Background: an optimization exercise with open tools, aiming at small area and a short achievable clock period. Do not read the settings as production practice. The RTL of this run was laid out without a check of its function. Power and IR drop assume default switching activity.

==> design/flow/design.v <==
module sigmoid_fa(input wire a, input wire b, input wire c, output wire s, output wire co);
	assign s  = a ^ b ^ c;
	assign co = (a & b) | (a & c) | (b & c);
endmodule
module sigmoid_ha(input wire a, input wire b, output wire s, output wire co);
	assign s  = a ^ b;
	assign co = a & b;
endmodule
module sigmoid(
	input wire clk,
	input wire reset,
	input wire enable,
	input wire [17:0] x1,
	output reg [15:0] fixed_op
	);
	wire [16:0] m   = x1[16:0];
	wire        neg = x1[17];
	wire lt0 = m < 17'h018B7;
	wire lt1 = m < 17'h054A3;
	wire r0  = lt0;
	wire r1  = ~lt0 & lt1;
	wire r2  = ~lt1 & ~m[16] & ~m[15];
	wire r3  = ~m[16] & m[15];
	wire sat = m >= 17'd62874;	 
	wire [14:0] n  = m[14:0] ^ {15{neg}};
	wire [14:0] ni = ~n;
	wire [15:0] v1_3 = neg ? ({1'd0, n[14:0]} + 16'd17408) : ({1'd0, n[14:0]} + 16'd24576);
	wire [16:0] v2_3 = neg ? ({3'd0, ni[13:0]} + 17'd57600) : ({3'd0, ni[13:0]} + 17'd0);
	wire p0_0 = r2 | (r3 & neg);
	wire p0_1 = (r2 & neg) | (r3 & neg);
	wire p0_2 = (r1 & neg) | (r2 & neg) | (r3 & neg);
	wire p0_4 = (r1 & neg) | (r2 & neg);
	wire p0_5 = (r0 & neg) | (r3 & n[0]);
	wire p0_6 = (r0 & neg) | (r3 & n[1]);
	wire p0_7 = (r0 & neg) | (r3 & n[2]);
	wire p0_8 = (r0 & neg) | (r2 & n[0]) | (r3 & n[3]);
	wire p0_9 = (r0 & neg) | (r2 & n[1]) | (r3 & n[4]);
	wire p0_10 = (r0 & neg) | (r1 & n[0]) | (r2 & n[2]) | (r3 & n[5]);
	wire p0_11 = (r0 & n[0]) | (r1 & n[1]) | (r2 & n[3]) | (r3 & n[6]);
	wire p0_12 = (r0 & n[1]) | (r1 & n[2]) | (r2 & n[4]) | (r3 & n[7]);
	wire p0_13 = (r0 & n[2]) | (r1 & n[3]) | (r2 & n[5]) | (r3 & n[8]);
	wire p0_14 = (r0 & n[3]) | (r1 & n[4]) | (r2 & n[6]) | (r3 & n[9]);
	wire p0_15 = (r0 & n[4]) | (r1 & n[5]) | (r2 & n[7]) | (r3 & n[10]);
	wire p0_16 = (r0 & n[5]) | (r1 & n[6]) | (r2 & n[8]) | (r3 & n[11]);
	wire p0_17 = (r0 & n[6]) | (r1 & n[7]) | (r2 & n[9]) | (r3 & n[12]);
	wire p0_18 = (r0 & n[7]) | (r1 & n[8]) | (r2 & n[10]) | (r3 & n[13]);
	wire p0_19 = (r0 & n[8]) | (r1 & n[9]) | (r2 & n[11]) | (r3 & n[14]);
	wire p0_20 = (r0 & n[9]) | (r1 & n[10]) | (r2 & n[12]) | (r3 & neg);
	wire p0_21 = (r0 & n[10]) | (r1 & n[11]) | (r2 & n[13]) | r3;
	wire p0_22 = (r0 & n[11]) | (r1 & n[12]) | r3;
	wire p0_23 = (r0 & n[12]) | (r1 & n[13]) | (r2 & ~neg) | r3;
	wire p0_24 = (r0 & neg) | (r1 & n[14]) | (r2 & ~neg) | r3;
	wire p0_25 = (r0 & ~neg) | r1 | (r2 & ~neg) | r3;
	wire p1_3 = (r0 & neg) | r2 | (r3 & n[0]);
	wire p1_4 = (r0 & neg) | (r1 & n[0]) | (r3 & n[1]);
	wire p1_5 = (r1 & n[1]) | (r2 & n[0]) | (r3 & n[2]);
	wire p1_6 = (r1 & n[2]) | (r2 & n[1]) | (r3 & n[3]);
	wire p1_7 = (r1 & n[3]) | (r2 & n[2]) | (r3 & n[4]);
	wire p1_8 = (r1 & n[4]) | (r2 & n[3]) | (r3 & n[5]);
	wire p1_9 = (r1 & n[5]) | (r2 & n[4]) | (r3 & n[6]);
	wire p1_10 = (r1 & n[6]) | (r2 & n[5]) | (r3 & n[7]);
	wire p1_11 = (r1 & n[7]) | (r2 & n[6]) | (r3 & n[8]);
	wire p1_12 = (r1 & n[8]) | (r2 & n[7]) | (r3 & n[9]);
	wire p1_13 = (r0 & neg) | (r1 & n[9]) | (r2 & n[8]) | (r3 & n[10]);
	wire p1_14 = (r1 & n[10]) | (r2 & n[9]) | (r3 & n[11]);
	wire p1_15 = (r1 & n[11]) | (r2 & n[10]) | (r3 & n[12]);
	wire p1_16 = (r1 & n[12]) | (r2 & n[11]) | (r3 & n[13]);
	wire p1_17 = (r1 & n[13]) | (r2 & n[12]) | (r3 & n[14]);
	wire p1_18 = (r1 & n[14]) | (r2 & n[13]) | r3;
	wire p1_19 = r3;
	wire p1_20 = (r1 & neg) | (r2 & neg);
	wire p1_21 = (r1 & ~neg) | (r2 & ~neg);
	wire p1_22 = (r1 & ~neg);
	wire p1_23 = (r1 & neg);
	wire p1_24 = (r1 & neg);
	wire p2_2 = (r0 & neg) | (r1 & n[0]);
	wire p2_3 = (r1 & n[1]) | (r2 & ni[0]);
	wire p2_4 = (r1 & n[2]) | (r2 & ni[1]);
	wire p2_5 = (r1 & n[3]) | (r2 & ni[2]) | (r3 & neg);
	wire p2_6 = (r1 & n[4]) | (r2 & ni[3]);
	wire p2_7 = (r1 & n[5]) | (r2 & ni[4]);
	wire p2_8 = (r1 & n[6]) | (r2 & ni[5]);
	wire p2_9 = (r1 & n[7]) | (r2 & ni[6]);
	wire p2_10 = (r1 & n[8]) | (r2 & ni[7]);
	wire p2_11 = (r1 & n[9]) | (r2 & ni[8]);
	wire p2_12 = (r1 & n[10]) | (r2 & ni[9]);
	wire p2_13 = (r1 & n[11]) | (r2 & ni[10]) | (r3 & ~neg);
	wire p2_14 = (r1 & n[12]) | (r2 & ni[11]);
	wire p2_15 = (r1 & n[13]) | (r2 & ni[12]) | r3;
	wire p2_16 = (r1 & n[14]) | (r2 & ni[13]) | (r3 & ~neg);
	wire p2_17 = (r3 & neg);
	wire p2_18 = (r1 & ~neg) | (r2 & ~neg);
	wire p3_0 = (r0 & neg) | (r1 & v1_3[0]) | (r2 & v2_3[0]);
	wire p3_1 = (r0 & neg) | (r1 & v1_3[1]) | (r2 & v2_3[1]);
	wire p3_2 = (r1 & v1_3[2]) | (r2 & v2_3[2]);
	wire p3_3 = (r1 & v1_3[3]) | (r2 & v2_3[3]);
	wire p3_4 = (r1 & v1_3[4]) | (r2 & v2_3[4]);
	wire p3_5 = (r1 & v1_3[5]) | (r2 & v2_3[5]);
	wire p3_6 = (r1 & v1_3[6]) | (r2 & v2_3[6]);
	wire p3_7 = (r1 & v1_3[7]) | (r2 & v2_3[7]);
	wire p3_8 = (r1 & v1_3[8]) | (r2 & v2_3[8]);
	wire p3_9 = (r1 & v1_3[9]) | (r2 & v2_3[9]);
	wire p3_10 = (r1 & v1_3[10]) | (r2 & v2_3[10]);
	wire p3_11 = (r1 & v1_3[11]) | (r2 & v2_3[11]);
	wire p3_12 = (r1 & v1_3[12]) | (r2 & v2_3[12]);
	wire p3_13 = (r1 & v1_3[13]) | (r2 & v2_3[13]);
	wire p3_14 = (r1 & v1_3[14]) | (r2 & v2_3[14]);
	wire p3_15 = (r1 & v1_3[15]) | (r2 & v2_3[15]);
	wire p3_16 = (r1 & ~neg) | (r2 & v2_3[16]);
	wire p4_16 = (r2 & ~neg);
	wire s0, c0;
	sigmoid_ha ha0 (.a(p0_16), .b(p1_16), .s(s0), .co(c0));
	wire s1, c1;
	sigmoid_ha ha1 (.a(p0_4), .b(p1_4), .s(s1), .co(c1));
	wire s2, c2;
	sigmoid_fa fa2 (.a(p0_5), .b(p1_5), .c(p2_5), .s(s2), .co(c2));
	wire s3, c3;
	sigmoid_fa fa3 (.a(p0_6), .b(p1_6), .c(p2_6), .s(s3), .co(c3));
	wire s4, c4;
	sigmoid_fa fa4 (.a(p0_7), .b(p1_7), .c(p2_7), .s(s4), .co(c4));
	wire s5, c5;
	sigmoid_fa fa5 (.a(p0_8), .b(p1_8), .c(p2_8), .s(s5), .co(c5));
	wire s6, c6;
	sigmoid_fa fa6 (.a(p0_9), .b(p1_9), .c(p2_9), .s(s6), .co(c6));
	wire s7, c7;
	sigmoid_fa fa7 (.a(p0_10), .b(p1_10), .c(p2_10), .s(s7), .co(c7));
	wire s8, c8;
	sigmoid_fa fa8 (.a(p0_11), .b(p1_11), .c(p2_11), .s(s8), .co(c8));
	wire s9, c9;
	sigmoid_fa fa9 (.a(p0_12), .b(p1_12), .c(p2_12), .s(s9), .co(c9));
	wire s10, c10;
	sigmoid_fa fa10 (.a(p0_13), .b(p1_13), .c(p2_13), .s(s10), .co(c10));
	wire s11, c11;
	sigmoid_fa fa11 (.a(p0_14), .b(p1_14), .c(p2_14), .s(s11), .co(c11));
	wire s12, c12;
	sigmoid_fa fa12 (.a(p0_15), .b(p1_15), .c(p2_15), .s(s12), .co(c12));
	wire s13, c13;
	sigmoid_fa fa13 (.a(p2_16), .b(p3_16), .c(p4_16), .s(s13), .co(c13));
	wire s14, c14;
	sigmoid_fa fa14 (.a(p0_17), .b(p1_17), .c(p2_17), .s(s14), .co(c14));
	wire s15, c15;
	sigmoid_ha ha15 (.a(p0_18), .b(p1_18), .s(s15), .co(c15));
	wire s16, c16;
	sigmoid_ha ha16 (.a(p0_2), .b(p2_2), .s(s16), .co(c16));
	wire s17, c17;
	sigmoid_fa fa17 (.a(p1_3), .b(p2_3), .c(p3_3), .s(s17), .co(c17));
	wire s18, c18;
	sigmoid_fa fa18 (.a(p2_4), .b(p3_4), .c(s1), .s(s18), .co(c18));
	wire s19, c19;
	sigmoid_fa fa19 (.a(p3_5), .b(c1), .c(s2), .s(s19), .co(c19));
	wire s20, c20;
	sigmoid_fa fa20 (.a(p3_6), .b(c2), .c(s3), .s(s20), .co(c20));
	wire s21, c21;
	sigmoid_fa fa21 (.a(p3_7), .b(c3), .c(s4), .s(s21), .co(c21));
	wire s22, c22;
	sigmoid_fa fa22 (.a(p3_8), .b(c4), .c(s5), .s(s22), .co(c22));
	wire s23, c23;
	sigmoid_fa fa23 (.a(p3_9), .b(c5), .c(s6), .s(s23), .co(c23));
	wire s24, c24;
	sigmoid_fa fa24 (.a(p3_10), .b(c6), .c(s7), .s(s24), .co(c24));
	wire s25, c25;
	sigmoid_fa fa25 (.a(p3_11), .b(c7), .c(s8), .s(s25), .co(c25));
	wire s26, c26;
	sigmoid_fa fa26 (.a(p3_12), .b(c8), .c(s9), .s(s26), .co(c26));
	wire s27, c27;
	sigmoid_fa fa27 (.a(p3_13), .b(c9), .c(s10), .s(s27), .co(c27));
	wire s28, c28;
	sigmoid_fa fa28 (.a(p3_14), .b(c10), .c(s11), .s(s28), .co(c28));
	wire s29, c29;
	sigmoid_fa fa29 (.a(p3_15), .b(c11), .c(s12), .s(s29), .co(c29));
	wire s30, c30;
	sigmoid_fa fa30 (.a(s0), .b(c12), .c(s13), .s(s30), .co(c30));
	wire s31, c31;
	sigmoid_fa fa31 (.a(c0), .b(c13), .c(s14), .s(s31), .co(c31));
	wire s32, c32;
	sigmoid_fa fa32 (.a(p2_18), .b(c14), .c(s15), .s(s32), .co(c32));
	wire s33, c33;
	sigmoid_fa fa33 (.a(p0_19), .b(p1_19), .c(c15), .s(s33), .co(c33));
	wire s34, c34;
	sigmoid_ha ha34 (.a(p0_20), .b(p1_20), .s(s34), .co(c34));
	wire s35, c35;
	sigmoid_ha ha35 (.a(p0_21), .b(p1_21), .s(s35), .co(c35));
	wire s36, c36;
	sigmoid_ha ha36 (.a(p0_22), .b(p1_22), .s(s36), .co(c36));
	wire s37, c37;
	sigmoid_ha ha37 (.a(p0_23), .b(p1_23), .s(s37), .co(c37));
	wire s38, c38;
	sigmoid_ha ha38 (.a(p0_24), .b(p1_24), .s(s38), .co(c38));
	wire [25:0] ra = {p0_25, c37, c36, c35, c34, c33, c32, c31, c30, c29, c28, c27, c26, c25, c24, c23, c22, c21, c20, c19, c18, c17, c16, p3_2, p0_1, p0_0};
	wire [25:0] rb = {c38, s38, s37, s36, s35, s34, s33, s32, s31, s30, s29, s28, s27, s26, s25, s24, s23, s22, s21, s20, s19, s18, s17, s16, p3_1, p3_0};
	wire [25:0] pg = ra ^ rb;
	wire [25:0] tg = ra | rb;
	wire [25:0] gg = ra & rb;
	wire G1_0 = gg[1] | (pg[1] & gg[0]);
	wire G3_2 = gg[3] | (pg[3] & gg[2]);
	wire P3_2 = pg[3] & pg[2];
	wire G5_4 = gg[5] | (pg[5] & gg[4]);
	wire P5_4 = pg[5] & pg[4];
	wire G7_6 = gg[7] | (pg[7] & gg[6]);
	wire P7_6 = pg[7] & pg[6];
	wire G9_8 = gg[9] | (pg[9] & gg[8]);
	wire P9_8 = pg[9] & pg[8];
	wire G11_10 = gg[11] | (pg[11] & gg[10]);
	wire P11_10 = pg[11] & pg[10];
	wire G13_12 = gg[13] | (pg[13] & gg[12]);
	wire P13_12 = pg[13] & pg[12];
	wire G15_14 = gg[15] | (pg[15] & gg[14]);
	wire P15_14 = pg[15] & pg[14];
	wire G17_16 = gg[17] | (pg[17] & gg[16]);
	wire P17_16 = pg[17] & pg[16];
	wire G19_18 = gg[19] | (pg[19] & gg[18]);
	wire P19_18 = pg[19] & pg[18];
	wire G21_20 = gg[21] | (pg[21] & gg[20]);
	wire P21_20 = pg[21] & pg[20];
	wire G23_22 = gg[23] | (pg[23] & gg[22]);
	wire P23_22 = pg[23] & pg[22];
	wire G25_24 = gg[25] | (pg[25] & gg[24]);
	wire P25_24 = pg[25] & pg[24];
	wire G3_0 = G3_2 | (P3_2 & G1_0);
	wire G7_4 = G7_6 | (P7_6 & G5_4);
	wire P7_4 = P7_6 & P5_4;
	wire G11_8 = G11_10 | (P11_10 & G9_8);
	wire P11_8 = P11_10 & P9_8;
	wire G15_12 = G15_14 | (P15_14 & G13_12);
	wire P15_12 = P15_14 & P13_12;
	wire G19_16 = G19_18 | (P19_18 & G17_16);
	wire P19_16 = P19_18 & P17_16;
	wire G23_20 = G23_22 | (P23_22 & G21_20);
	wire P23_20 = P23_22 & P21_20;
	wire G7_0 = G7_4 | (P7_4 & G3_0);
	wire G15_8 = G15_12 | (P15_12 & G11_8);
	wire P15_8 = P15_12 & P11_8;
	wire G23_16 = G23_20 | (P23_20 & G19_16);
	wire P23_16 = P23_20 & P19_16;
	wire G15_0 = G15_8 | (P15_8 & G7_0);
	wire G23_0 = G23_16 | (P23_16 & G15_0);
	wire G11_0 = G11_8 | (P11_8 & G7_0);
	wire G19_0 = G19_16 | (P19_16 & G15_0);
	wire G5_0 = G5_4 | (P5_4 & G3_0);
	wire G9_0 = G9_8 | (P9_8 & G7_0);
	wire G13_0 = G13_12 | (P13_12 & G11_0);
	wire G17_0 = G17_16 | (P17_16 & G15_0);
	wire G21_0 = G21_20 | (P21_20 & G19_0);
	wire G25_0 = G25_24 | (P25_24 & G23_0);
	wire G2_0 = gg[2] | (pg[2] & G1_0);
	wire G4_0 = gg[4] | (pg[4] & G3_0);
	wire G6_0 = gg[6] | (pg[6] & G5_0);
	wire G8_0 = gg[8] | (pg[8] & G7_0);
	wire G10_0 = gg[10] | (pg[10] & G9_0);
	wire G12_0 = gg[12] | (pg[12] & G11_0);
	wire G14_0 = gg[14] | (pg[14] & G13_0);
	wire G16_0 = gg[16] | (pg[16] & G15_0);
	wire G18_0 = gg[18] | (pg[18] & G17_0);
	wire G20_0 = gg[20] | (pg[20] & G19_0);
	wire G22_0 = gg[22] | (pg[22] & G21_0);
	wire G24_0 = gg[24] | (pg[24] & G23_0);
	wire G0_0 = gg[0];
	wire [25:0] g = pg ^ {G24_0, G23_0, G22_0, G21_0, G20_0, G19_0, G18_0, G17_0, G16_0, G15_0, G14_0, G13_0, G12_0, G11_0, G10_0, G9_0, G8_0, G7_0, G6_0, G5_0, G4_0, G3_0, G2_0, G1_0, G0_0, 1'b0};
	wire [15:0] fixed_op_next = sat ? {2'b00, ~neg, 13'd0} : {3'b000, g[25:13]};
	always @(posedge clk, posedge reset) begin
		if (reset)
			fixed_op <= 567;
		else if (enable)
			fixed_op <= fixed_op_next;
	end
endmodule
==> design/flow/flow/run.sh <==
#!/bin/bash
# The standard layout, with plain buffers (buf_1) on the ports instead of the
# default delay-cell buffers.  The make output goes to standard.log; ORFS keeps
# each step's log under orfs/logs/.
set -euo pipefail
bash standard.sh BUFFER_PORTS_ARGS="-buffer_cell sky130_fd_sc_hd__buf_1" finish > standard.log 2>&1
==> design/flow/standard.sh <==
#!/bin/bash
# synth_recipe.tcl (not shown) runs the flow's synth.tcl, then flattens the netlist and writes it again
# the make line also repeats each setting of config.mk as NAME=value (left out here)
make -C /OpenROAD-flow-scripts/flow DESIGN_CONFIG=/design/flow/config.mk WORK_HOME=/design/flow/orfs CLKGATE_MAP_FILE= SYNTH_SCRIPT=/design/flow/synth_recipe.tcl "${@:-finish}"
==> design/flow/config.mk <==
export PLATFORM = sky130hd
export DESIGN_NAME = sigmoid
export DESIGN_NICKNAME = sigmoid
export VERILOG_FILES = /design/flow/design.v
export SDC_FILE = /design/flow/constraint.sdc
export NUM_CORES = 4
export LEC_CHECK = 0
export ABC_AREA = 1
export CAP_MARGIN = 20
export CORE_MARGIN = 2
export CORE_UTILIZATION = 40
export SLEW_MARGIN = 20
export SYNTH_HIERARCHICAL = 1
==> design/flow/constraint.sdc <==
create_clock -name core_clock -period 14.0 [get_ports {clk}]
set_input_delay 2.8000 -clock core_clock [delete_from_list [all_inputs] [get_ports {clk}]]
set_output_delay 2.8000 -clock core_clock [all_outputs]
set_load 0.01 [all_outputs]
==> flow_metrics.py <==
metrics = {
    "floorplan": {
        "initial_core_util_pct": 41.0,
        "dieArea_sq_um": 9630,
        "ios": 37,
        "rows": 34,
        "die_h_microns": 98.1,
        "die_x_microns": 98.1,
        "core-area_sq_um": 8640,
    },
    "yosys": {
        "synth_cells": 502,
        "syn_area_sq_um": 3540,
        "synth_cell_types": 37,
        "synth.largest_area_cell": "fa_1",
        "yosys.area.top_type_share_pct": 20.3,
        "ys_seq_elements": 14,
        "synth_edf_count": 0,
        "yosysWarnings": 7,
        "yosysSeqAreaShare_pct": 10.1,
        "avgSynthCellArea_sq_um": 7.06,
        "async_flop_share_pct": 100,
        "synth_flop_cell": "dfrtp_1",
        "synth_area_leaders": "fa_1, nand2_1, ha_1",
    },
    "timing": {
        "finalSetupTns_ns": 0,
        "skew_ns": 0,
        "slew-limit-headroom_pct": 53.4,
        "post-route-period-util_pct": 58.7,
        "setup_viol": 0,
        "rsz0062_at_grt": "false",
        "max_clock_freq_mhz": 122,
        "fin_crit_ns": 8.22,
        "drv_slew": 0,
        "hold_slack_ns": 0.466,
        "tightest_slew_ns": 0.695,
        "hold_viol_final": 0,
    },
    "setup_path": {
        "reg2reg_slack_ns": 13.26,
        "path_class": "input pin to flop",
        "cp-end-kind": "flop",
        "arrival_ns": 8.38,
        "cp_slowest_stage_delay_ns": 0.59,
        "critPathRequiredTime_ns": 14.16,
        "crit_path_start_kind": "input pin",
        "crit_fanout": 16,
        "worst_path_most_repeated_cell": "nand2_1",
        "crit_slowest_cell": "fa_1",
    },
    "cells_and_area": {
        "nets": 624,
        "area.sequential_sq_um": 358,
        "reg_top3": "fixed_op: 14 flops",
        "nFillCells": 900,
        "final_util_pct": 43.9,
        "area_growth_pct": 6.99,
        "largest_register_ffs": 14,
        "drive_gt1_share_pct": 6.07,
        "top_register": "fixed_op",
        "multi_input_area_sq_um": 2900,
        "num_antenna_cells": 0,
    },
    "grt": {
        "grt_usage_pct": 20.6,
        "antenna_found_initial": 0,
        "grt_pass1_wl_mm": 16.6,
        "grt_pass1_vias": 3491,
        "grt_max_degree": 29,
        "grt.overflow.total": 0,
    },
    "drt": {
        "dr.pass1.iters": 5,
        "wire_per_inst_microns": 15.0,
        "drt_iter0_drc": 345,
        "drt_wl_total_mm": 9.50,
        "ant_nets": 0,
        "via_per_inst": 5.53,
        "route.vias.total": 3512,
        "drc": 0,
    },
    "cts": {
        "cts_resized": 0,
        "cts_setup_buffers": 0,
        "cts_made_buffers": 3,
        "clk_pin_slew_ns": 0.06,
        "clock_latency_ns": 0.24,
        "htree_levels": 1,
        "root_buffer": "clkbuf_8",
        "clkSinkCount": 14,
        "hold_buffers": 0,
        "cts_tree": "done",
        "max-clock-path-buffers": 2,
    },
    "placement": {
        "gp_congestion": 1.00,
        "dp_hpwl_mm": 7.87,
        "port_buffers": 34,
    },
    "power": {
        "irDropWorstVdd_v": 0.0000325,
        "powerDensity_nw_per_um2": 85.5,
        "power.leakage_nw": 1.95,
    },
    "hold_path": {
        "holdCritPathClass": "flop to flop",
    },
    "run_status": {
        "status": "complete, no violations",
    },
    "job": {
        "maxCapViolCount": 0,
    },
}
## synthesized netlist by cell type (all sizes together) (2+ instances only)
master and count:
nand2 154, inv 57, nor2 41, ha 39, nand3 39, fa 36
o21ai 25, a21oi 17, o2111ai 13, xnor2 12, buf 9, dfrtp 8
clkbuf 6, dfstp 6, o211ai 6, xor2 6, nand4 5, nor3 4
a22o 3, nor4 3, a211oi 2, clkinv 2, o22ai 2, o31ai 2
## worst max-delay path, delay by kind of cell
kind	cells	cell delay, ns
buffers and inverters	3	0.76
AO/OA/AOI/OAI	3	0.41
XOR/XNOR	2	0.32
adder cells (fa/ha/maj)	5	2.03
AND/OR/NAND/NOR	12	2.07
## layer usage
metal  share of wire [%]  vias up  global-route usage [%]  routed length (microns)
met5                   0        -                       0                        0
met4                 2.0        0                    4.00                      191
met3                 5.9       23                    2.00                      558
met2                  46      132                    34.4                     4350
met1                  46     1651                    29.4                     4400
li1                    -     1706                       -                        -
## Yosys stat by module, one instance, submodules excluded
module / copies in the design / flops+latches / area [sq um]
sigmoid_fa: 30 / 0 / 20.0
sigmoid_ha: 9 / 0 / 12.5
sigmoid: 1 / 14 / 2830
## area by class of cell
class	instances	share of cell area, %
Inverter	59	5.84
Tap cell	108	3.56
Sequential cell	14	9.44
Timing Repair Buffer	35	3.56
Multi-Input combinational cell	415	76.4
Clock buffer	4	1.19
## cell usage in the layout, fill, tap and decap left out
| master | instances |
|---|---|
| nor2_2 | 2 |
| inv_2 | 7 |
| clkbuf_8 | 3 |
| clkinv_1 | 2 |
| a21boi_2 | 1 |
| a22o_1 | 3 |
| a21oi_2 | 2 |
| inv_1 | 50 |
| clkbuf_1 | 1 |
| ha_1 | 39 |
| buf_1 | 34 |
| nand2_2 | 4 |
| nor3_1 | 4 |
| a21oi_1 | 15 |
| nor4_1 | 3 |
| dfstp_2 | 6 |
| buf_4 | 1 |
| nand4_1 | 5 |
| a21o_1 | 1 |
| dfrtp_1 | 8 |
| o2111ai_1 | 13 |
| a31o_2 | 1 |
| o22ai_1 | 2 |
| a211oi_1 | 2 |
| nand2_1 | 150 |
| nor2_1 | 36 |
| conb_1 | 2 |
| a31oi_1 | 1 |
| nor2_4 | 3 |
| o31ai_1 | 2 |
| xnor2_1 | 12 |
| o21ai_0 | 25 |
| o211ai_1 | 6 |
| xor2_1 | 6 |
| nand3_1 | 37 |
| nand3_2 | 2 |
| fa_1 | 36 |
## cells by family after synthesis
group / share of synthesized area (%)
buffers and inverters: 8.26
adders and majority gates: 34.1
and+or+nand+nor: 29.5
DFF: 10.1
xor gates and xnor gates: 4.45
other: 0.106
AOI/OAI and AO/OA: 13.5
## where the power goes
| group | total (mW) | switching [mW] | internal [mW] | leakage (nW) |
|---|---|---|---|---|
| Clock | 0.0335 | 0.0134 | 0.0201 | 0.0228 |
| Combinational | 0.227 | 0.139 | 0.0884 | 1.76 |
| Sequential | 0.0639 | 0.00612 | 0.0578 | 0.168 |
## path summary, 6_finish.rpt
path	from	end	cells past startpoint
worst max-delay path	x1[13]	fixed_op[12]	25
worst min-delay path	fixed_op[0]	fixed_op[0]	2
worst max register to register	fixed_op[9]	fixed_op[9]	2
worst min register to register	fixed_op[0]	fixed_op[0]	2
max in group asynchronous	reset	fixed_op[5]	2
min in group asynchronous	reset	fixed_op[7]	2
## per-stage QoR
step	total power [mW]	cells	setup WS [ns]	instance area, sq um
after floorplan	0.234	503	6.93	3550
after global placement	0.287	631	5.75	3750
after detailed placement	0.291	631	5.62	3750
after CTS	0.327	635	5.85	3790
after global routing	0.369	635	5.32	3790
final	0.324	635	5.78	3790

static timing again, ports no longer ideal:
The results above use ideal ports. As a check the final layout listed here was re-extracted and re-timed, cells and wires unchanged.
Step 1 sets driving cells, clkbuf_16 on the clock port and buf_2 on the other inputs (assumed; they add their load-dependent delay and slew).
Step 2 times the ports against the registers' clock, not the clock port: input delays grow and output delays shrink by t, the midpoint of the rising clock arrivals with the driver on.
a / b / c = no drivers / after step 1 / after step 2; a / b = the first two.
t, ns: 0.262
slack for setup (ns): 5.784 / 5.783 / 5.521
hold WS [ns]: 0.466 / 0.466 / 0.466
worst setup path at the end: input to register
cell pins on the clock port's net: 1
After both steps setup and hold are still met in this run. For this run, drivers alone change the setup slack by -0.001 ns; drivers and shift together by -0.263 ns.
